This is an optimization exercise on Yosys and OpenROAD, whose aim is small area, not a production implementation.
In this exercise RTL edits were held to simulation tests only and were not proved equivalent to the original.
In every run shown here, the design's own scripts or RTL, not TritonCTS, make the clock network.
No driver is modelled on the clock port, so clock power and skew are understated where the tree is cut down; a real chip needs a root buffer or a tree.
Power figures rest on the tool's default switching activity, not on a simulated workload.

[flow/config.mk]
export PLATFORM = sky130hd
export DESIGN_NAME = top
export DESIGN_NICKNAME = top
export VERILOG_FILES = /design/flow/design.v
export SDC_FILE = /design/flow/constraint.sdc
export NUM_CORES = 4
export LEC_CHECK = 0
export CAP_MARGIN = 20
export CORE_MARGIN = 2
export CORE_UTILIZATION = 40
export PLACE_DENSITY = 0.6
export SLEW_MARGIN = 20
[flow/constraint.sdc]
create_clock -name core_clock -period 10.0 [get_ports {clock}]
set_input_delay 2.0000 -clock core_clock [delete_from_list [all_inputs] [get_ports {clock}]]
set_output_delay 2.0000 -clock core_clock [all_outputs]
set_load 0.01 [all_outputs]
[flow/flow/cts.tcl]
utl::set_metrics_stage "cts__{}"
source $::env(SCRIPTS_DIR)/load.tcl
source $::env(SCRIPTS_DIR)/lec_check.tcl
erase_non_stage_variables cts
load_design 3_place.odb 3_place.sdc
source_step_tcl PRE CTS

# Clone clock tree inverters next to register loads
# so cts does not try to buffer the inverted clocks.
repair_clock_inverters

proc save_progress { stage } {
  puts "Run 'make gui_$stage.odb' to load progress snapshot"
  orfs_write_db $::env(RESULTS_DIR)/$stage.odb
  orfs_write_sdc $::env(RESULTS_DIR)/$stage.sdc
}

# Run CTS
set cts_args [list \
  -sink_clustering_enable \
  -repair_clock_nets]

append_env_var cts_args CTS_BUF_DISTANCE -distance_between_buffers 1
append_env_var cts_args CTS_CLUSTER_SIZE -sink_clustering_size 1
append_env_var cts_args CTS_CLUSTER_DIAMETER -sink_clustering_max_diameter 1
append_env_var cts_args CTS_BUF_LIST -buf_list 1
append_env_var cts_args CTS_LIB_NAME -library 1


if { [env_var_exists_and_non_empty CTS_ARGS] } {
  set cts_args $::env(CTS_ARGS)
}

set_dont_use $::env(DONT_USE_CELLS)

if { [env_var_exists_and_non_empty MANUAL_CTS] } {
  source $::env(MANUAL_CTS)
  build_clock_tree $::env(CTS_LEAVES) $::env(CTS_LEAF_CELL) $::env(CTS_ROOT_CELL)
  set_propagated_clock [all_clocks]
} else {
  log_cmd clock_tree_synthesis {*}$cts_args
}

utl::push_metrics_stage "cts__{}__pre_repair_timing"
log_cmd estimate_parasitics -placement
if { $::env(DETAILED_METRICS) } {
  report_metrics 4 "cts pre-repair-timing"
}
utl::pop_metrics_stage

set_placement_padding -global \
  -left $::env(CELL_PAD_IN_SITES_DETAIL_PLACEMENT) \
  -right $::env(CELL_PAD_IN_SITES_DETAIL_PLACEMENT)

set result [catch { detailed_placement } msg]
if { $result != 0 } {
  save_progress 4_1_error
  error "Detailed placement failed in CTS: $msg"
}

log_cmd estimate_parasitics -placement

if { $::env(CTS_SNAPSHOTS) } {
  save_progress 4_1_pre_repair_hold_setup
}

if { !$::env(SKIP_CTS_REPAIR_TIMING) } {
  if { $::env(EQUIVALENCE_CHECK) } {
    write_eqy_verilog 4_before_rsz.v
  }
  if { $::env(LEC_CHECK) } {
    write_lec_verilog 4_before_rsz_lec.v
  }

  repair_timing_helper

  if { $::env(EQUIVALENCE_CHECK) } {
    run_equivalence_test
  }
  if { $::env(LEC_CHECK) } {
    write_lec_verilog 4_after_rsz_lec.v
    run_lec_test 4_rsz 4_before_rsz_lec.v 4_after_rsz_lec.v
  }

  set result [catch { detailed_placement } msg]
  if { $result != 0 } {
    save_progress 4_1_error
    error "Detailed placement failed in CTS: $msg"
  }

  check_placement -verbose
}

report_metrics 4 "cts final"

source_step_tcl POST CTS

orfs_write_db $::env(RESULTS_DIR)/4_1_cts.odb
orfs_write_sdc $::env(RESULTS_DIR)/4_cts.sdc
[flow/standard.sh]
#!/bin/bash
# synth_recipe.tcl (not shown) runs the flow's synth.tcl, then flattens the netlist and writes it again
# the make line also repeats each setting of config.mk as NAME=value (left out here)
make -C /OpenROAD-flow-scripts/flow DESIGN_CONFIG=/design/flow/config.mk WORK_HOME=/design/flow/orfs CLKGATE_MAP_FILE= SYNTH_SCRIPT=/design/flow/synth_recipe.tcl "${@:-finish}"
[flow/flow/cts_tree.tcl]
# Two-level clock tree built by hand: one root buffer on the clock port,
# driving CTS_LEAVES leaf buffers, each driving one k-means cluster of the
# flip-flop clock pins.
proc cts_in_pin { inst } {
  foreach it [$inst getITerms] {
    if {[$it isInputSignal]} { return $it }
  }
}
proc cts_out_pin { inst } {
  foreach it [$inst getITerms] {
    if {[$it isOutputSignal]} { return $it }
  }
}
# Root and leaf cells are both buffers or both inverters, so the flip-flops
# see the clock port's polarity.
proc build_clock_tree { nleaves leaf_cell root_cell } {
  set block [ord::get_db_block]
  set db [ord::get_db]
  set clk_net [$block findNet clock]
  set sinks {}
  foreach it [$clk_net getITerms] {
    set inst [$it getInst]
    lassign [$inst getLocation] x y
    set m [$inst getMaster]
    lappend sinks [list $it [expr {$x + [$m getWidth] / 2}] [expr {$y + [$m getHeight] / 2}]]
  }
  set n [llength $sinks]
  puts "manual cts: $n sinks, $nleaves leaves"
  # k-means, seeded by sorting on x then y bands
  set sorted [lsort -real -index 1 $sinks]
  set cx {}; set cy {}
  for {set k 0} {$k < $nleaves} {incr k} {
    set s [lindex $sorted [expr {int(($k + 0.5) * $n / $nleaves)}]]
    lappend cx [lindex $s 1]; lappend cy [lindex $s 2]
  }
  set cap [expr {int(ceil(double($n) / $nleaves)) + 2}]
  for {set iter 0} {$iter < 30} {incr iter} {
    # balanced assignment: greedy by distance with capacity
    set pairs {}
    set i 0
    foreach s $sinks {
      for {set k 0} {$k < $nleaves} {incr k} {
        set d [expr {abs([lindex $s 1] - [lindex $cx $k]) + abs([lindex $s 2] - [lindex $cy $k])}]
        lappend pairs [list $d $i $k]
      }
      incr i
    }
    set pairs [lsort -real -index 0 $pairs]
    set assign [lrepeat $n -1]
    set cnt [lrepeat $nleaves 0]
    foreach p $pairs {
      lassign $p d i k
      if {[lindex $assign $i] >= 0} continue
      if {[lindex $cnt $k] >= $cap} continue
      lset assign $i $k
      lset cnt $k [expr {[lindex $cnt $k] + 1}]
    }
    set sx [lrepeat $nleaves 0.0]; set sy [lrepeat $nleaves 0.0]
    for {set i 0} {$i < $n} {incr i} {
      set k [lindex $assign $i]
      set s [lindex $sinks $i]
      lset sx $k [expr {[lindex $sx $k] + [lindex $s 1]}]
      lset sy $k [expr {[lindex $sy $k] + [lindex $s 2]}]
    }
    for {set k 0} {$k < $nleaves} {incr k} {
      set c [lindex $cnt $k]
      if {$c > 0} {
        lset cx $k [expr {[lindex $sx $k] / $c}]
        lset cy $k [expr {[lindex $sy $k] / $c}]
      }
    }
  }
  puts "manual cts: cluster sizes $cnt"
  set leaf_master [$db findMaster $leaf_cell]
  set root_master [$db findMaster $root_cell]
  set root [odb::dbInst_create $block $root_master "cts_root_buf"]
  set root_net [odb::dbNet_create $block "clknet_root"]
  $root_net setSigType CLOCK
  [cts_in_pin $root] connect $clk_net
  [cts_out_pin $root] connect $root_net
  set mx 0.0; set my 0.0
  for {set k 0} {$k < $nleaves} {incr k} { set mx [expr {$mx + [lindex $cx $k]}]; set my [expr {$my + [lindex $cy $k]}] }
  $root setLocation [expr {int($mx / $nleaves)}] [expr {int($my / $nleaves)}]
  $root setPlacementStatus PLACED
  set leaves {}
  set nets {}
  for {set k 0} {$k < $nleaves} {incr k} {
    set b [odb::dbInst_create $block $leaf_master "cts_leaf_buf_$k"]
    set net [odb::dbNet_create $block "clknet_leaf_$k"]
    $net setSigType CLOCK
    [cts_in_pin $b] connect $root_net
    [cts_out_pin $b] connect $net
    $b setLocation [expr {int([lindex $cx $k])}] [expr {int([lindex $cy $k])}]
    $b setPlacementStatus PLACED
    lappend nets $net
  }
  for {set i 0} {$i < $n} {incr i} {
    set it [lindex [lindex $sinks $i] 0]
    $it disconnect
    $it connect [lindex $nets [lindex $assign $i]]
  }
}
[flow/design.v]
module debouncer(
    input clock, reset, noisy,
    output reg clean
);
    localparam [6:0] POL = 7'b1010101;
    reg [6:0] q;
    reg new_input;
    wire [6:0] s      = q ^ POL;
    wire       change = noisy ^ new_input;
    wire       done   = s[6] & s[4] & s[2] & ~s[1] & s[0];
    wire [6:0] s_next = change ? 7'd44 : {s[5:0], s[6] ^ s[0]};
    always @(posedge clock) begin
        new_input <= noisy;
        q <= s_next ^ POL;
        if (reset | (~change & done))
            clean <= noisy;
    end
endmodule
module display(
    input clock,
    input reset,
    input [2:0] ea,
    input [1:0] arm_ea,
    input [1:0] tsp,
    input [3:0] tv,
    input [1:0] timer_ea,
    input [3:0] tseg,
    output [7:0] dec_cat,
    output [7:0] an
    );
    reg [2:0] selected;
    reg [3:0] counter;
    reg f;
    wire tick = counter[0] & ~counter[1] & ~counter[3];
    always @* begin
        case (counter)
            4'd0, 4'd1, 4'd3, 4'd7, 4'd9, 4'd13, 4'd14: f = 1'b1;
            default: f = 1'b0;
        endcase
    end
    always @(posedge clock) begin
        if (reset) begin
            selected <= 3'd0;
            counter  <= 4'd9;
        end else begin
            counter <= {counter[2:0], f};
            selected <= selected ^ {tick & selected[1] & selected[0], tick & selected[0], tick};
        end
    end
    wire [7:0] dsel = 8'd1 << selected;
    wire [3:0] nib = ({4{dsel[0]}} & {1'b0, ea}) |
                     ({4{dsel[1]}} & {2'b00, arm_ea}) |
                     ({4{dsel[3]}} & {2'b00, tsp}) |
                     ({4{dsel[4]}} & tv) |
                     ({4{dsel[6]}} & {2'b00, timer_ea}) |
                     ({4{dsel[7]}} & tseg);
    reg [6:0] seg;
    always @* begin
        case (nib)
            4'd0:  seg = 7'b1000000;
            4'd1:  seg = 7'b1111001;
            4'd2:  seg = 7'b0100100;
            4'd3:  seg = 7'b0110000;
            4'd4:  seg = 7'b0011001;
            4'd5:  seg = 7'b0010010;
            4'd6:  seg = 7'b0000010;
            4'd7:  seg = 7'b1111000;
            4'd8:  seg = 7'b0000000;
            4'd9:  seg = 7'b0010000;
            4'd10: seg = 7'b0001000;
            4'd11: seg = 7'b0000011;
            4'd12: seg = 7'b1000110;
            4'd13: seg = 7'b0100001;
            4'd14: seg = 7'b0000110;
            default: seg = 7'b0001110;
        endcase
    end
    assign dec_cat = {seg, 1'b1};
    assign an = {~dsel[0], ~dsel[1], 1'b1, ~dsel[3], ~dsel[4], 1'b1, ~dsel[6], ~dsel[7]};
endmodule
module fuel_pump(
    input clock, reset, ignition, switch, pedal,
    output reg status
);
always @(posedge clock, posedge reset)
    if (reset)
        status <= 1'b0;
    else
        status <= ignition & (status | (switch & pedal));
endmodule
module siren_generator(
    input enable_siren, half_hz_enable,
    output[2:0] siren
);
assign siren = {enable_siren & ~half_hz_enable, 1'b0, enable_siren & half_hz_enable};
endmodule
module time_parameters(
    input clock,
    input reset,
    input [1:0]  time_param_sel,
    input [3:0]  time_value,
    input        reprogram,
    input [1:0]  interval,
    output reg [3:0] value
);
reg [3:0] T_ARM_DELAY, T_DRIVER_DELAY, T_PASSENGER_DELAY, T_ALARM_ON;
wire [3:0] we = {4{reprogram}} & (4'b0001 << time_param_sel);
always @(posedge clock) begin
    if (reset | we[0]) T_ARM_DELAY       <= reset ? 4'b0110 : time_value;
    if (reset | we[1]) T_DRIVER_DELAY    <= reset ? 4'b1000 : time_value;
    if (reset | we[2]) T_PASSENGER_DELAY <= reset ? 4'b1111 : time_value;
    if (reset | we[3]) T_ALARM_ON        <= reset ? 4'b1010 : time_value;
end
always @* begin
    case (interval)
        2'b00: value = T_ARM_DELAY;
        2'b01: value = T_DRIVER_DELAY;
        2'b10: value = T_PASSENGER_DELAY;
        default: value = T_ALARM_ON;
    endcase
end
endmodule
module timer(
    input clock, reset, start_timer,
    input [3:0] value,
    output expired, one_hz_enable, half_hz_enable,
    output [3:0] value_display,
    output [1:0] EA_DISPLAY
);
localparam IDLE = 0;
localparam LOAD = 1;
localparam OPERATE = 2;
localparam DONE = 3;
localparam [13:0] START = 14'd13323;
localparam [13:0] POL = 14'b01010101010101;
localparam [12:0] HPOL = 13'b1010101010101;
localparam [12:0] H_END = 13'd5581;
localparam [12:0] H_MASK = 13'b0111101011111;
reg [1:0] EA, PE;
reg [13:0] tq;
reg [12:0] hq;
reg [3:0] t_seg;
reg ohze, hhze;
wire [13:0] t  = tq ^ POL;
wire [12:0] hz = hq ^ HPOL;
wire t_end  = ~|{t[13:10], t[8], t[6], t[4], t[2:0]};
wire hz_end = ((hz ^ H_END) & H_MASK) == 13'd0;
wire [13:0] t_next  = (EA == OPERATE && !t_end) ? {t[12:0], t[13] ^ t[12]} : START;
wire [12:0] hz_next = (reset | hz_end) ? {9'd0, ~(hhze | reset), 3'b111} :
                                          {hz[11:0], hz[12] ^ hz[2]};
wire [3:0] t_dec = {t_seg[3] ^ ~|t_seg[2:0], t_seg[2] ^ ~|t_seg[1:0], t_seg[1] ^ ~t_seg[0], ~t_seg[0]};
always @(posedge clock, posedge reset)
    if (reset) EA <= IDLE;
    else       EA <= PE;
always @* begin
    case (EA)
    IDLE:    PE = start_timer ? LOAD : IDLE;
    LOAD:    PE = OPERATE;
    OPERATE: PE = start_timer ? LOAD : (t_seg == 4'd0) ? DONE : OPERATE;
    default: PE = IDLE;
    endcase
end
always @(posedge clock) begin
    tq <= t_next ^ POL;
    case (EA)
    LOAD:    t_seg <= value;
    OPERATE: if (t_end) t_seg <= t_dec;
    default: t_seg <= 4'd0;
    endcase
end
always @(posedge clock) begin
    hq <= hz_next ^ HPOL;
    if (reset)
        ohze <= 1'b0;
    else if (hz_end & hhze)
        ohze <= ~ohze;
    if (reset)
        hhze <= 1'b0;
    else if (hz_end)
        hhze <= ~hhze;
end
assign expired = (EA == DONE);
assign one_hz_enable = ohze;
assign half_hz_enable = hhze;
assign value_display = t_seg;
assign EA_DISPLAY = EA;
endmodule
module fsm(
    input clock, reset, ignition, door_driver, door_pass, one_hz_enable, expired, reprogram,
    output start_timer, status, enable_siren,
    output[1:0] interval, ARM_EA_DISPLAY,
    output[2:0] EA_DISPLAY
);
localparam SET = 0;
localparam OFF = 1;
localparam TRIGGER = 2;
localparam ON = 3;
localparam STOP_ALARM = 4;
localparam WAIT_IGNITION_OFF = 0;
localparam WAIT_DOOR_OPEN = 1;
localparam WAIT_DOOR_CLOSE = 2;
localparam START_ARM_DELAY = 3;
reg [2:0] EA, PE;
reg [1:0] ARM_EA, ARM_PE, time_sel;
wire door = door_driver | door_pass;
wire hold = ~reprogram & ~ignition;
always @(posedge clock)
    if (reset) begin
        EA <= SET;
        ARM_EA <= WAIT_IGNITION_OFF;
    end else begin
        EA <= PE;
        ARM_EA <= ARM_PE;
    end
always @(posedge clock)
    time_sel <= (EA == SET) ? {door_pass, ~door_pass} :
                (EA == OFF) ? 2'd0 : 2'd3;
always @* begin
    if (reprogram)      PE = SET;
    else if (ignition)  PE = OFF;
    else case (EA)
        SET:        PE = door ? TRIGGER : SET;
        OFF:        PE = (expired && ARM_EA == START_ARM_DELAY) ? SET : OFF;
        TRIGGER:    PE = expired ? ON : TRIGGER;
        ON:         PE = door ? ON : STOP_ALARM;
        STOP_ALARM: PE = expired ? SET : door ? ON : STOP_ALARM;
        default:    PE = SET;
    endcase
end
always @* begin
    if (ignition) ARM_PE = WAIT_IGNITION_OFF;
    else case (ARM_EA)
        WAIT_IGNITION_OFF: ARM_PE = WAIT_DOOR_OPEN;
        WAIT_DOOR_OPEN:    ARM_PE = door_driver ? WAIT_DOOR_CLOSE : WAIT_DOOR_OPEN;
        WAIT_DOOR_CLOSE:   ARM_PE = door ? WAIT_DOOR_CLOSE : START_ARM_DELAY;
        default:           ARM_PE = door ? WAIT_DOOR_CLOSE : START_ARM_DELAY;
    endcase
end
assign start_timer = (EA == TRIGGER && expired) ||
                     (EA == OFF && ARM_EA == WAIT_DOOR_CLOSE && !ignition && !door) ||
                     (EA == SET && hold && door) ||
                     (EA == ON && hold && !door);
assign status = (EA == SET) ? one_hz_enable : (EA != OFF);
assign enable_siren = (EA == ON || EA == STOP_ALARM);
assign interval = time_sel;
assign EA_DISPLAY = EA;
assign ARM_EA_DISPLAY = ARM_EA;
endmodule
module top(
    input clock, reset, ignition, door_driver, door_pass, hidden_sw, pedal, reprogram,
    input[1:0] time_select_param,
    input[3:0] time_value,
    output status, fuel_pump_status,
    output[2:0] siren,
    output[7:0] an, dec_cat
);
wire[2:0] EA;
wire c_ignition, c_door_driver, c_door_pass, c_hidden_sw, c_pedal, c_reprogram;
wire[1:0] tsp;
wire[3:0] tv;
wire[1:0] ARM_EA, TIMER_EA, interval;
wire one_hz_enable, half_hz_enable, expired, start_timer, enable_siren;
wire[3:0] value, value_display;
debouncer DEB_IG(clock, reset, ignition, c_ignition);
debouncer DEB_DOOR_DRIVER(clock, reset, door_driver, c_door_driver);
debouncer DEB_DOOR_PASS(clock, reset, door_pass, c_door_pass);
debouncer DEB_HIDDEN_SW(clock, reset, hidden_sw, c_hidden_sw);
debouncer DEB_PEDAL(clock, reset, pedal, c_pedal);
debouncer DEB_REPROGRAM(clock, reset, reprogram, c_reprogram);
debouncer DEB_TIME_SELECT_PARAM_1(clock, reset, time_select_param[1], tsp[1]);
debouncer DEB_TIME_SELECT_PARAM_0(clock, reset, time_select_param[0], tsp[0]);
debouncer DEB_TIME_VALUE_3(clock, reset, time_value[3], tv[3]);
debouncer DEB_TIME_VALUE_2(clock, reset, time_value[2], tv[2]);
debouncer DEB_TIME_VALUE_1(clock, reset, time_value[1], tv[1]);
debouncer DEB_TIME_VALUE_0(clock, reset, time_value[0], tv[0]);
fuel_pump FUEL_PUMP_DRIVER(clock, reset, c_ignition, c_hidden_sw, c_pedal, fuel_pump_status);
siren_generator SIREN_GENERATOR_DRIVER(enable_siren, half_hz_enable, siren);
time_parameters TIME_CONTROL_DRIVER(clock, reset, tsp, tv, c_reprogram, interval, value);
timer TIMER_DRIVER(clock, reset, start_timer, value, expired, one_hz_enable, half_hz_enable,
                   value_display, TIMER_EA);
display DISPLAY_DRIVER(
    .clock(clock), .reset(reset),
    .ea(EA), .arm_ea(ARM_EA), .tsp(tsp), .tv(tv), .timer_ea(TIMER_EA), .tseg(value_display),
    .an(an), .dec_cat(dec_cat)
);
fsm FSM_DRIVER(
    .clock(clock),
    .reset(reset),
    .ignition(c_ignition),
    .door_driver(c_door_driver),
    .door_pass(c_door_pass),
    .one_hz_enable(one_hz_enable),
    .expired(expired),
    .reprogram(c_reprogram),
    .start_timer(start_timer),
    .status(status),
    .enable_siren(enable_siren),
    .interval(interval),
    .ARM_EA_DISPLAY(ARM_EA),
    .EA_DISPLAY(EA)
);
endmodule
[flow/flow/abc_area.script]
strash
&get -n
&fraig -x
&put
scorr
dc2
dretime
strash
&get -n
&dch -f
&nf -a -R 1000
&put
[flow/flow/run.sh]
#!/bin/bash
# Own layout flow: the standard ORFS flow (standard.sh) with
#  - an area-oriented ABC script for the combinational logic, and no
#    adder extraction (the flip-flops are mapped by the unchanged standard
#    synthesis steps before ABC runs),
#  - port buffers of type buf_1,
#  - a two-level clock tree built by flow/cts_tree.tcl (one root buffer on
#    the clock port, CTS_LEAVES leaf buffers each driving one cluster of
#    flip-flops; both levels are inverters) in place of TritonCTS; the rest of the CTS step (timing
#    repair, legalisation) is ORFS's own.
# Each tool's output goes to the ORFS logs under orfs/logs and to
# standard_flow.log here.
set -euo pipefail
cd "$(dirname "$0")/.."
rm -rf scripts_own
cp -r "$FLOW_HOME/scripts" scripts_own
cp flow/abc_area.script scripts_own/abc_speed.script
cp flow/cts.tcl scripts_own/cts.tcl
bash standard.sh \
  SCRIPTS_DIR="$PWD/scripts_own" \
  ADDER_MAP_FILE= \
  MANUAL_CTS="$PWD/flow/cts_tree.tcl" \
  CTS_LEAVES=5 \
  CTS_LEAF_CELL=sky130_fd_sc_hd__inv_16 \
  CTS_ROOT_CELL=sky130_fd_sc_hd__inv_8 \
  "BUFFER_PORTS_ARGS=-buffer_cell sky130_fd_sc_hd__buf_1" \
  finish > standard_flow.log 2>&1
==> results of run 1 <==
-- worst max path at each step --
stage | startpoint | to | slack, ps | cells after the start
6_report | DISPLAY_DRIVER.selected[2] | dec_cat[1] | 5540 | 6
5_1_grt | DISPLAY_DRIVER.selected[2] | dec_cat[1] | 5160 | 6
4_1_cts | DISPLAY_DRIVER.selected[2] | dec_cat[1] | 5490 | 6
3_5_place_dp | reset | TIME_CONTROL_DRIVER.T_ALARM_ON[3] | 5480 | 3
3_3_place_gp | reset | TIME_CONTROL_DRIVER.T_PASSENGER_DELAY[0] | 5640 | 3
2_1_floorplan | DISPLAY_DRIVER.selected[2] | dec_cat[1] | 6300 | 5
-- worst max-delay path, stage by stage (launching register included) --
cell and delay, ps:
dfxtp_1 430, nor3b_1 670, a222oi_1 300, nand2_1 220, o21ai_0 140, o31ai_1 270, buf_1 180
-- layout by cell type, fill, tap and decap left out, types with 2 or more instances in the layout --
| cell type | count |
|---|---|
| nand4_1 | 2 |
| and2_0 | 2 |
| a211oi_1 | 2 |
| dfxtp_1 | 139 |
| nand3_1 | 7 |
| nand3b_1 | 2 |
| a22oi_1 | 9 |
| conb_1 | 4 |
| o21a_1 | 2 |
| edfxtp_1 | 32 |
| xnor2_1 | 13 |
| o22ai_1 | 5 |
| o21ai_0 | 14 |
| nor3_1 | 10 |
| a21oi_1 | 15 |
| inv_16 | 5 |
| o21bai_1 | 2 |
| and3_1 | 3 |
| xor2_1 | 14 |
| a222oi_1 | 2 |
| and3b_1 | 2 |
| buf_1 | 30 |
| nand2b_1 | 9 |
| nor2_1 | 34 |
| or2_0 | 6 |
| a31oi_1 | 2 |
| nor4_1 | 13 |
| nor4b_1 | 2 |
| clkinv_1 | 12 |
| nor2b_1 | 36 |
| nor3b_1 | 3 |
| dfrtp_1 | 3 |
| nand2_1 | 116 |
-- state kept, by name, summed over array words and instances, names as in the netlist, 3 cells and up --
| signal | cells |
|---|---|
| TIMER_DRIVER.tq | 14 |
| TIMER_DRIVER.hq | 13 |
| DEB_DOOR_DRIVER.q | 7 |
| DEB_DOOR_PASS.q | 7 |
| DEB_HIDDEN_SW.q | 7 |
| DEB_IG.q | 7 |
| DEB_PEDAL.q | 7 |
| DEB_REPROGRAM.q | 7 |
| DEB_TIME_SELECT_PARAM_0.q | 7 |
| DEB_TIME_SELECT_PARAM_1.q | 7 |
| DEB_TIME_VALUE_0.q | 7 |
| DEB_TIME_VALUE_1.q | 7 |
| DEB_TIME_VALUE_2.q | 7 |
| DEB_TIME_VALUE_3.q | 7 |
| DISPLAY_DRIVER.counter | 4 |
| TIMER_DRIVER.t_seg | 4 |
| TIME_CONTROL_DRIVER.T_ALARM_ON | 4 |
| TIME_CONTROL_DRIVER.T_ARM_DELAY | 4 |
| TIME_CONTROL_DRIVER.T_DRIVER_DELAY | 4 |
| TIME_CONTROL_DRIVER.T_PASSENGER_DELAY | 4 |
| DISPLAY_DRIVER.selected | 3 |
| FSM_DRIVER.EA | 3 |
-- per-layer routing --
layer  up-vias  track usage  share of wire
met5         -            0              0
li1       1834            -              -
met4         0      0.02344          0.020
met1      1676       0.1765           0.47
met2        68       0.2270           0.47
met3        13      0.01245          0.040
-- power breakdown --
| part | leakage (nW) | total (mW) | internal [mW] | switching, mW |
|---|---|---|---|---|
| sequential | 1.51 | 0.874 | 0.813 | 0.0609 |
| clock | 0.0550 | 0.267 | 0.0367 | 0.230 |
| combinational | 0.718 | 0.141 | 0.0590 | 0.0815 |
| total | 2.28 | 1.28 | 0.909 | 0.372 |
-- cells by family (layout without fill, tap and decap cells) --
family	after synthesis	after routing	share of synthesized area
and+or+nand+nor	249	249	0.2073
DFF	174	174	0.6709
AOI/OAI and AO/OA	59	59	0.06573
xor gates and xnor gates	27	27	0.04155
buffers and inverters	16	48	0.01319
other	2	4	0.001319
-- final cells by class --
type | count | area [um^2] | share of cell area
Timing Repair Buffer | 30 | 112.6 | 0.01840
Inverter | 18 | 156.4 | 0.02556
Sequential cell | 174 | 3819 | 0.6241
Multi-Input combinational cell | 339 | 1805 | 0.2951
Tap cell | 180 | 225.2 | 0.03681
-- per-stage QoR --
step | setup WS [ps] | instances | hold WS, ps | utilization
after floorplan | 6298 | 529 | 343.4 | -
after global placement | 5638 | 735 | 344.3 | 0.4328
after detailed placement | 5479 | 735 | 349.9 | 0.4328
after CTS | 5488 | 741 | 373.7 | 0.4408
after global routing | 5158 | 741 | 382.7 | 0.4408
final | 5536 | 741 | 367.7 | 0.4408
==> notes.md, run 1 <==
Reg clk slew, reported paths=110 ps; clock latency (worst-skew pair)=240 ps; Slew Limit Fails=0; Lkg Pwr=2.283 nW; Tightest Hold Check Type=reg2reg; # IOs=35; Crit Path Category=reg2out; skew final=21.01 ps; top-count cell post-synth=dfxtp_1; CP max FO=7; final WL=9.905 mm; postcts setup bufs=0; detailed-route DRC error count=0; post-synth top area share=0.4889; Die ar.=15200 um^2; sequential-to-total area share from yosys stat=0.6709; Worst-Margin Slew=881.7 ps; P&R area growth vs syn=7.496%; first-pass GRT wire length=16.44 mm; Rel. slew slack=0.4086; Worst EP required=8000 ps; synth top area cells=dfxtp_1 (49%), edfxtp_1 (17%), nand2_1 (7.7%); post-synth top area cell=dfxtp_1; R2R cell count=3; grt total ovfl=0; WHS Endpoint=TIMER_DRIVER.tq[4]; vias in the first global route=3537; post-DP HPWL=7.203 mm; ant diodes=0; GP Congestion=0.7947; Final period util=0.4464; I/O Buffers=30; Hold Buf Count CTS=0; most common library cells after synthesis=dfxtp_1 (139), nand2_1 (116), nor2b_1 (36); worst hold path depth=1; Avg WL per Cell=13.37 um; Crit. End Element=output pin; hold path start=TIMER_DRIVER.tq[3]; WP data arrival=2460 ps; Syn Std Cell Area=5692 um^2; Vias=3591; R2R setup slack=8030 ps; RR Startpoint=TIMER_DRIVER.EA[0]; Setup TNS Final=0 ps; initial antenna violation count=0; cells after synthesis=527; Most used DFF post-synth=dfxtp_1; Core Region=13880 um^2; Site Rows=43; die width=123.3 um; status=finished clean; unrepaired setup endpoints after global routing=no; Synth Warn #=6; power density cells=209.4 nW/um^2; Mean Syn Cell Area=10.80 um^2; share of layout cells above drive strength 1=0.01070; Synth Register Bits=174; Post-DP Area=6007 um^2; post-CTS sizing=0; Hold Vio Cnt, Final=0; via density per instance=4.846; ys async rst share=0.01724; largest net degree at the start of global routing=38; Post-synth EDFFs=32; Tot GR Track Use=0.1297; Worst setup SP type=flip-flop; Max Clk Rate=224.0 MHz; Power Total=1.281 mW; RR Endpoint=TIMER_DRIVER.t_seg[3]; Final nets=577; Starting Density=0.4100; post-route ant nets=0; Max VDD drop=0.1012 mV; final period demand of the worst path=4464 ps; Distinct cells, synth=40; Starting DRT DRC Count=244; DRT Pass-1 Iters=5; max-cap violations=0; die height=123.3 um; final setup fails=0; fillcell total=1312; final instance area=6118 um^2
==> run 2: changes to the inputs <==
--- a/flow/design.v
+++ b/flow/design.v
@@ -8,6 +8,6 @@
     wire [6:0] s      = q ^ POL;
     wire       change = noisy ^ new_input;
-    wire       done   = s[6] & s[4] & s[2] & ~s[1] & s[0];
-    wire [6:0] s_next = change ? 7'd44 : {s[5:0], s[6] ^ s[0]};
+    wire       done   = ~(s[6] | s[4] | s[3] | s[2] | s[1]);
+    wire [6:0] s_next = change ? 7'd42 : {s[5:0], s[6] ^ s[0]};
     always @(posedge clock) begin
         new_input <= noisy;
==> run 2 against run 1 <==
Clock power barely moved. First-iteration DRC count rose by 20%. Die area fell by 0.51%. Cell area fell by 0.49%. Final cell count fell by 1.6%. Sequential share of layout area rose by 0.31 points. Worst setup slack got worse by 140 ps. Total power rose by 1.0%. Via count barely moved.
==> notes.md, run 2 <==
sequential-to-total area share from yosys stat=0.6745; Tot GR Track Use=0.1262; post-synth top area share=0.4915; power density cells=212.6 nW/um^2; status=finished clean; DRT Pass-1 Iters=5; Vias=3589; Slew Limit Fails=0; final period demand of the worst path=4608 ps; GP Congestion=0.8773; Reg clk slew, reported paths=110 ps; Mean Syn Cell Area=10.99 um^2; Cell Count Post-Placement=723; post-route insts no fill=729; Synth Register Bits=174; Worst setup SP type=flip-flop; Core Region=13830 um^2; Post-Place Setup Slack=5423 ps; Synth Warn #=6; grt total ovfl=0; Largest Register=TIMER_DRIVER.tq; ys async rst share=0.01724; detailed-route DRC error count=0; Max Clk Rate=217.0 MHz; Lkg Pwr=2.295 nW; Syn Std Cell Area=5662 um^2; most common library cells after synthesis=dfxtp_1 (139), nand2_1 (117), nor2_1 (34); max-cap violations=0; CP Cell Sequence=nor3b_1 -> a222oi_1 -> nand2_1 -> o21ai_0 -> o31ai_1 -> buf_1; ant diodes=0; share of layout cells above drive strength 1=0.01093; Crit. End Element=output pin; Post-DP Area=5977 um^2; most common cell after layout, fill and taps aside=dfxtp_1; biggest regs=TIMER_DRIVER.tq: 14 flops, TIMER_DRIVER.hq: 13 flops; Starting Density=0.4095; Final nets=565; post-DP HPWL=6.875 mm; Max VDD drop=0.09650 mV; Buf+Inv Stages, Crit Path=1; I/O Buffers=30; synth top area cells=dfxtp_1 (49%), edfxtp_1 (17%), nand2_1 (7.8%); Most used DFF post-synth=dfxtp_1; cells after synthesis=515; R2R setup slack=8030 ps; Final period util=0.4608; postcts setup bufs=0; Tightest Hold Check Type=reg2reg; most frequent cells in the layout=dfxtp_1 (139), nand2_1 (117), nor2_1 (34); # IOs=35; Crit Path Category=reg2out; Setup TNS Final=0 ps; Die ar.=15120 um^2; unrepaired setup endpoints after global routing=no; skew final=14.20 ps; Worst path top cell family by delay=simple AND/OR/NAND/NOR gates; Post-synth EDFFs=32; post-CTS sizing=0; WP data arrival=2610 ps; Crit-path slowest cell=nor3b_1; P&R area growth vs syn=7.536%; CP max FO=7; via density per instance=4.923; Site Rows=43; final setup fails=0; Worst EP required=8000 ps; Max stage delay on crit path=770 ps; first-pass GRT wire length=15.81 mm; Hold Buf Count CTS=0; Hold Vio Cnt, Final=0; number of flip-flops in the largest register=14; post-synth top area cell=dfxtp_1; Starting DRT DRC Count=294; die height=123.0 um; top-count cell post-synth=dfxtp_1; Worst-Margin Slew=905.1 ps; final instance area=6088 um^2; final WL=9.555 mm; Final WS setup=5392 ps; vias in the first global route=3389; initial antenna violation count=0; Rel. slew slack=0.3953; clock latency (worst-skew pair)=230 ps; Distinct cells, synth=41; largest net degree at the start of global routing=38; post-route ant nets=0; Avg WL per Cell=13.11 um; die width=123.0 um
[run 2: area by class of cell]
class                   instances  area (um^2)
fillers                      1271         7739
well taps                     180        225.2
repair buffers                 30        112.6
flip-flops and latches        174         3819
multi-input cells             327         1775
inverters                      18        156.4
[run 2: power by group]
group,total [mW],switching [mW],internal (mW),leakage (nW)
Sequential,0.881,0.0620,0.819,1.51
Clock,0.268,0.231,0.0367,0.0550
Combinational,0.146,0.0836,0.0624,0.728
Total,1.29,0.377,0.918,2.30
[run 2: through the flow]
step	util	hold slack [ps]	total power, mW
CTS	0.4403	376.3	1.308
detailed placement	0.4323	349.4	1.044
global placement	0.4323	345.2	1.036
floorplan	-	343.4	0.9932
global route	0.4403	390.1	1.368
finish	0.4403	373.6	1.295
[run 2: cell families after synthesis]
| family | synth area share |
|---|---|
| other | 0.001326 |
| XOR/XNOR | 0.04177 |
| buffers and inverters | 0.01326 |
| AND/OR/NAND/NOR | 0.1934 |
| flip-flops | 0.6745 |
| AO/OA/AOI/OAI | 0.07580 |
[run 2: path summary, 6_finish.rpt]
check	startpoint	to	cells past startpoint
max	DISPLAY_DRIVER.selected[2]	dec_cat[1]	6
min	TIMER_DRIVER.tq[5]	TIMER_DRIVER.tq[6]	1
max reg2reg	TIMER_DRIVER.EA[0]	TIMER_DRIVER.t_seg[3]	3
min in group asynchronous	reset	FUEL_PUMP_DRIVER.status	2
max in group asynchronous	reset	TIMER_DRIVER.EA[1]	2
min reg2reg	TIMER_DRIVER.tq[5]	TIMER_DRIVER.tq[6]	1
[run 2: metal layers]
layer / wire [um] / vias up / share of wire / track usage
li1: - / 1817 / - / -
met1: 4641 / 1670 / 0.49 / 0.1831
met2: 4285 / 89 / 0.45 / 0.2068
met3: 470 / 13 / 0.049 / 0.01476
met4: 157 / 0 / 0.016 / 0.02131
met5: 0 / - / 0 / 0
==> run 3: changes to the inputs <==
--- a/flow/flow/run.sh
+++ b/flow/flow/run.sh
@@ -4,5 +4,6 @@
 #    adder extraction (the flip-flops are mapped by the unchanged standard
 #    synthesis steps before ABC runs),
-#  - port buffers of type buf_1,
+#  - port buffers of type buf_1, and the synthesis tie cells kept as they
+#    are (one tie-high, one tie-low) instead of one per constant port,
 #  - a two-level clock tree built by flow/cts_tree.tcl (one root buffer on
 #    the clock port, CTS_LEAVES leaf buffers each driving one cluster of
@@ -25,3 +26,4 @@
   CTS_ROOT_CELL=sky130_fd_sc_hd__inv_8 \
   "BUFFER_PORTS_ARGS=-buffer_cell sky130_fd_sc_hd__buf_1" \
+  SKIP_REPAIR_TIE_FANOUT=1 \
   finish > standard_flow.log 2>&1
==> run 3 against run 2 <==
Still clean. Clock skew grew 7.7 ps. Maximum frequency is 4.0% higher. Total power hardly changed. Die area unchanged. Critical path type unchanged. Critical endpoint is now dec_cat[2]. Largest power group unchanged. Highest routed layer unchanged.
==> notes.md, run 3 <==
Multi-input gate area=1768 um^2; detailed-route DRC error count=0; max-cap violations=0; cells after synthesis=515; first-pass GRT wire length=15.68 mm; P&R area growth vs syn=7.403%; status=finished clean; Avg WL per Cell=13.29 um; Crit-path slowest cell=nor3b_1; worst hold path depth=1; Max Clk Rate=225.7 MHz; WP data arrival=2430 ps; post-DP HPWL=6.930 mm; Vias=3573; # IOs=35; Buf+Inv Stages, Crit Path=1; ys async rst share=0.01724; die width=123.0 um; Hold Buf Count CTS=0; unrepaired setup endpoints after global routing=no; Post-synth EDFFs=32; final setup fails=0; Lkg Pwr=2.289 nW; Post-DP Area=5969 um^2; Starting DRT DRC Count=318; post-CTS sizing=0; fillcell total=1305; Worst EP required=8000 ps; Most used DFF post-synth=dfxtp_1; final period demand of the worst path=4430 ps; Hold Vio Cnt, Final=0; Distinct cells, synth=41; share of layout cells above drive strength 1=0.01097; power density cells=212.9 nW/um^2; Starting Density=0.4095; DRT Pass-1 Iters=4; Worst path top cell family by delay=simple AND/OR/NAND/NOR gates; via density per instance=4.915; postcts setup bufs=0; Tightest Hold Check Type=reg2reg; Reg clk slew, reported paths=110 ps; Max stage delay on crit path=640 ps; post-synth top area cell=dfxtp_1; most common cell after layout, fill and taps aside=dfxtp_1; final instance area=6081 um^2; Crit Path Category=reg2out; final WL=9.659 mm; Slew Limit Fails=0; Sequential Area=3819 um^2; post-route ant nets=0; most common library cells after synthesis=dfxtp_1 (139), nand2_1 (117), nor2_1 (34); CP max FO=7; CP Cell Sequence=nor3b_1 -> a22oi_1 -> nand4_1 -> a21oi_1 -> o32ai_1 -> buf_1; GP Congestion=0.8634; ant diodes=0; Final period util=0.4430; Synth Register Bits=174; sequential-to-total area share from yosys stat=0.6745; R2R cell count=3; synth top area cells=dfxtp_1 (49%), edfxtp_1 (17%), nand2_1 (7.8%); Max VDD drop=0.08254 mV; top-count cell post-synth=dfxtp_1; Crit. path cell count=6; vias in the first global route=3318; Crit. End Element=output pin; Core Region=13830 um^2; initial antenna violation count=0; Worst setup SP type=flip-flop; I/O Buffers=30; most frequent cells in the layout=dfxtp_1 (139), nand2_1 (117), nor2_1 (34); Syn Std Cell Area=5662 um^2; final core occ=0.4398; skew final=21.86 ps; Rel. slew slack=0.4086; Final nets=563; Worst-Margin Slew=887.0 ps; clock latency (worst-skew pair)=240 ps; Synth Warn #=6; number of flip-flops in the largest register=14; largest net degree at the start of global routing=38; die height=123.0 um; Tot GR Track Use=0.1247; Largest Register=TIMER_DRIVER.tq; Mean Syn Cell Area=10.99 um^2; grt total ovfl=0; post-synth top area share=0.4915; Site Rows=43; Setup TNS Final=0 ps; biggest regs=TIMER_DRIVER.tq: 14 flops, TIMER_DRIVER.hq: 13 flops; Die ar.=15120 um^2
-- run 3: power breakdown --
group	leakage, nW	switching (mW)	internal [mW]	total (mW)
clock	0.0550	0.230	0.0367	0.266
sequential	1.51	0.0638	0.819	0.883
combinational	0.722	0.0829	0.0623	0.145
-- run 3: stage by stage --
| stage | worst slack, ps | power (mW) | cells | hold slack [ps] |
|---|---|---|---|---|
| floorplan | 6298 | 0.9932 | 515 | 343.4 |
| global placement | 5600 | 1.037 | 721 | 345.6 |
| detailed placement | 5416 | 1.045 | 721 | 351.4 |
| CTS | 5608 | 1.307 | 727 | 374.6 |
| global route | 5307 | 1.364 | 727 | 389.4 |
| finish | 5570 | 1.294 | 727 | 372.7 |
-- run 3: final timing paths --
path                                              start                      endpoint  slack [ps]
max reg2reg                          TIMER_DRIVER.EA[0]         TIMER_DRIVER.t_seg[1]        8040
min                        DEB_TIME_SELECT_PARAM_1.q[5]  DEB_TIME_SELECT_PARAM_1.q[6]         370
min reg2reg                DEB_TIME_SELECT_PARAM_1.q[5]  DEB_TIME_SELECT_PARAM_1.q[6]         370
max                          DISPLAY_DRIVER.selected[2]                    dec_cat[2]        5570
min in group asynchronous                         reset            TIMER_DRIVER.EA[1]        2230
max in group asynchronous                         reset       FUEL_PUMP_DRIVER.status        7390
-- run 3: kinds of logic (layout without fill, tap and decap cells) --
group,Yosys count,in the layout,synth area share
xor gates and xnor gates,27,27,0.04177
buffers and inverters,16,48,0.01326
and+or+nand+nor,226,226,0.1934
DFF,174,174,0.6745
other,2,2,0.001326
AOI/OAI and AO/OA,70,70,0.07580
-- run 3: layer usage --
| metal | global-route usage | share of wire |
|---|---|---|
| met1 | 0.1834 | 0.49 |
| met2 | 0.2055 | 0.46 |
| met3 | 0.008303 | 0.034 |
| met4 | 0.02273 | 0.020 |
| met5 | 0 | 0 |
-- run 3: final cells by class --
cell class                      count  share of cell area
Sequential cell                   174              0.6280
Multi-Input combinational cell    325              0.2907
Tap cell                          180             0.03704
Inverter                           18             0.02572
Timing Repair Buffer               30             0.01852
==> run 4: changes to the inputs <==
--- a/flow/flow/run.sh
+++ b/flow/flow/run.sh
@@ -1,5 +1,6 @@
 #!/bin/bash
 # Own layout flow: the standard ORFS flow (standard.sh) with
-#  - an area-oriented ABC script for the combinational logic, and no
+#  - an area-oriented ABC script (flow/abc_area.script) for the
+#    combinational logic, and no
 #    adder extraction (the flip-flops are mapped by the unchanged standard
 #    synthesis steps before ABC runs),
==> flow/flow/abc_area.script (replaced) <==
strash
&get -n
&fraig -x
&put
dc2
strash
&get -n
&deepsyn -T 60
&put
strash
&get -n
&st
&if -K 4 -a
&mfs
&st
&syn2
&dch -f
&nf -a -R 1000
&put
==> run 4 against run 3 <==
Flip-flop and latch count unchanged. Maximum frequency decreased by 4.1%. Critical path depth is 3 higher. Worst hold slack lost 8.1 ps. Still clean on timing, DRC and antenna. Cell area is 1.1% lower. Routed wire length increased by 2.2%. Utilization down 0.31 points. Final cell count fell by 0.55%. Clock skew up 3.3 ps.
==> notes.md, run 4 <==
Most used DFF post-synth=dfxtp_1; top-count cell post-synth=dfxtp_1; Crit. End Element=output pin; Max VDD drop=0.09031 mV; Distinct cells, synth=39; first-pass GRT wire length=16.19 mm; Crit Path Category=reg2out; post-CTS sizing=0; met1 Use GR=0.1827; Final nets=559; RR Endpoint=TIMER_DRIVER.hq[0]; mux cell area share after synthesis=0; most frequent cells in the layout=dfxtp_1 (139), nand2_1 (127), nor2_1 (37); Hold Vio Cnt, Final=0; Post-Synth XOR/XNOR Area=0.04393; R2R cell count=4; WP data arrival=2620 ps; Site Rows=43; Final period util=0.4620; Tot GR Track Use=0.1316; vias in the first global route=3393; DRT Pass-1 Iters=4; clock latency (worst-skew pair)=250 ps; fillcell total=1357; Setup TNS Final=0 ps; ant diodes=0; Mean Syn Cell Area=10.97 um^2; post-DP HPWL=7.160 mm; grt total ovfl=0; # IOs=35; skew final=25.18 ps; Lkg Pwr=2.299 nW; postcts setup bufs=0; die width=122.1 um; P&R area growth vs syn=7.732%; Rel. slew slack=0.4423; most common library cells after synthesis=dfxtp_1 (139), nand2_1 (127), nor2_1 (37); sequential-to-total area share from yosys stat=0.6840; hold path start=TIMER_DRIVER.tq[5]; Synth Warn #=6; Reg clk slew, reported paths=120 ps; worst hold path depth=1; detailed-route DRC error count=0; CP max FO=8; die height=122.1 um; share of layout cells above drive strength 1=0.01473; Post-Route Hold Slack=364.6 ps; final period demand of the worst path=4620 ps; cells after synthesis=509; via density per instance=4.885; biggest regs=TIMER_DRIVER.tq: 14 flops, TIMER_DRIVER.hq: 13 flops; Core Region=13770 um^2; Post-Synth Simple-Gate Area=0.1802; Slew Limit Fails=0; Post-synth EDFFs=32; R2R setup slack=7930 ps; largest net degree at the start of global routing=38; global routing met2 resource utilization=0.2228; Max Clk Rate=216.4 MHz; RR Startpoint=TIMER_DRIVER.hq[2]; most common cell after layout, fill and taps aside=dfxtp_1; final setup fails=0; GP Congestion=0.8170; largest family of logic cells by synthesized area=simple AND/OR/NAND/NOR gates; Hold Buf Count CTS=0; post-route ant nets=0; number of flip-flops in the largest register=14; unrepaired setup endpoints after global routing=no; Avg WL per Cell=13.66 um; Starting Density=0.4053; Largest Register=TIMER_DRIVER.tq; post-synth top area share=0.4984; Worst-Margin Slew=831.4 ps; Post-Synth Adder-Cell Area=0; post-synth top area cell=dfxtp_1; status=finished clean; Tightest Hold Check Type=reg2reg; Vias=3532; Worst setup SP type=flip-flop; Synth Area in Compound Gates=0.07777; Synth Register Bits=174; Die ar.=14920 um^2; max-cap violations=0; ys async rst share=0.01724; power density cells=215.1 nW/um^2; Starting DRT DRC Count=196; Syn Std Cell Area=5583 um^2; synth top area cells=dfxtp_1 (50%), edfxtp_1 (17%), nand2_1 (8.5%); met3 global-route usage=0.01311; initial antenna violation count=0; busiest layer in global routing=met2; WHS Endpoint=TIMER_DRIVER.tq[6]; final WL=9.875 mm; Worst EP required=8000 ps; I/O Buffers=30
==> run 4: cell types whose count changed after synthesis, sizes merged, moves of 3 or more <==
cell     previous run  this run
nand2b              9         5
nor2               34        37
nand4bb            12         0
o41ai               0        12
a221oi              0         4
nor3                9        14
o22ai               5         1
nand2             117       127
o21ai              25        13
==> run 4: layout make-up <==
| class | count | area [um^2] | area share |
|---|---|---|---|
| inverters | 17 | 152.6 | 0.02538 |
| multi-input cells | 320 | 1693 | 0.2815 |
| flip-flops and latches | 174 | 3819 | 0.6349 |
| well taps | 180 | 225.2 | 0.03745 |
| repair buffers | 32 | 125.1 | 0.02080 |
==> run 4: worst max-delay path, stage by stage (launching register included) <==
cell      delay (ps)
dfxtp_1          440
nor2_1           110
a32o_1           270
a221o_1          260
a221oi_1         490
clkbuf_2         280
xnor2_1          150
nand3_1          110
o21ai_0          120
buf_1            170
==> run 4: kinds of logic (layout without fill, tap and decap cells) <==
| logic type | Yosys count | count (layout) |
|---|---|---|
| other | 2 | 2 |
| XOR/XNOR | 28 | 28 |
| flip-flops | 174 | 174 |
| buffers and inverters | 15 | 49 |
| AO/OA/AOI/OAI | 62 | 62 |
| AND/OR/NAND/NOR | 228 | 228 |
==> run 4: worst max path at each step <==
stage / slack (ps) / cells after the start / from / end
after floorplan: 5830 / 6 / DISPLAY_DRIVER.selected[1] / dec_cat[3]
after global placement: 5530 / 7 / DISPLAY_DRIVER.selected[1] / dec_cat[3]
after detailed placement: 5440 / 7 / DISPLAY_DRIVER.selected[1] / dec_cat[3]
after CTS: 5160 / 7 / DISPLAY_DRIVER.selected[1] / dec_cat[3]
after global routing: 5180 / 8 / DISPLAY_DRIVER.selected[0] / dec_cat[4]
final: 5380 / 9 / DISPLAY_DRIVER.selected[1] / dec_cat[4]
==> run 4: routing by layer <==
metal | part of all wire | routed length (um)
met3 | 0.036 | 358
met2 | 0.46 | 4585
met1 | 0.47 | 4682
met5 | 0 | 0
met4 | 0.025 | 249
==> run 4: metrics by stage <==
stage | power (mW) | util | setup slack (ps) | std cells | instance area (um^2)
after floorplan | 0.9871 | - | 5829 | 509 | 5583
after global placement | 1.033 | 0.4282 | 5526 | 716 | 5898
after detailed placement | 1.040 | 0.4282 | 5436 | 716 | 5898
after CTS | 1.307 | 0.4363 | 5163 | 722 | 6010
after global routing | 1.363 | 0.4367 | 5180 | 723 | 6015
final | 1.294 | 0.4367 | 5380 | 723 | 6015
==> run 4: power by group <==
group	leakage, nW	switching [mW]	internal [mW]	total, mW
Combinational	0.732	0.0862	0.0567	0.143
Sequential	1.51	0.0614	0.819	0.880
Clock	0.0550	0.234	0.0367	0.271
Total	2.30	0.382	0.912	1.29

==> separate check: timing with driven ports <==
No port has a modelled driver above. Below, the same layouts with a new extraction and two added sets of constraints. Step 1: set_driving_cell puts a clkbuf_16 on clock and a buf_2 on each other input, an assumption about the parent block. Step 2 moves the port delays by t, midway between the first and last clock arrival at a register: inputs arrive t later, outputs are due t later. That takes back most of the time a late clock gives input paths. Slacks: ideal / step 1 / step 2; pairs: ideal / step 1.
run	shift t [ns]	setup slack, ns	worst hold slack (ns)	worst register clock-pin slew, ns
run 1	0.280	5.536 / 5.484 / 5.507	0.368 / 0.368 / 0.368	0.11 / 0.11
run 2	0.280	5.392 / 5.338 / 5.531	0.374 / 0.374 / 0.374	0.11 / 0.11
run 3	0.287	5.570 / 5.515 / 5.423	0.373 / 0.373 / 0.373	0.11 / 0.11
run 4	0.288	5.380 / 5.323 / 5.611	0.365 / 0.365 / 0.365	0.12 / 0.12
After both steps every run listed still meets setup and hold. For run 3, which loses most, drivers alone change the setup slack by -0.055 ns; drivers and shift together by -0.147 ns.
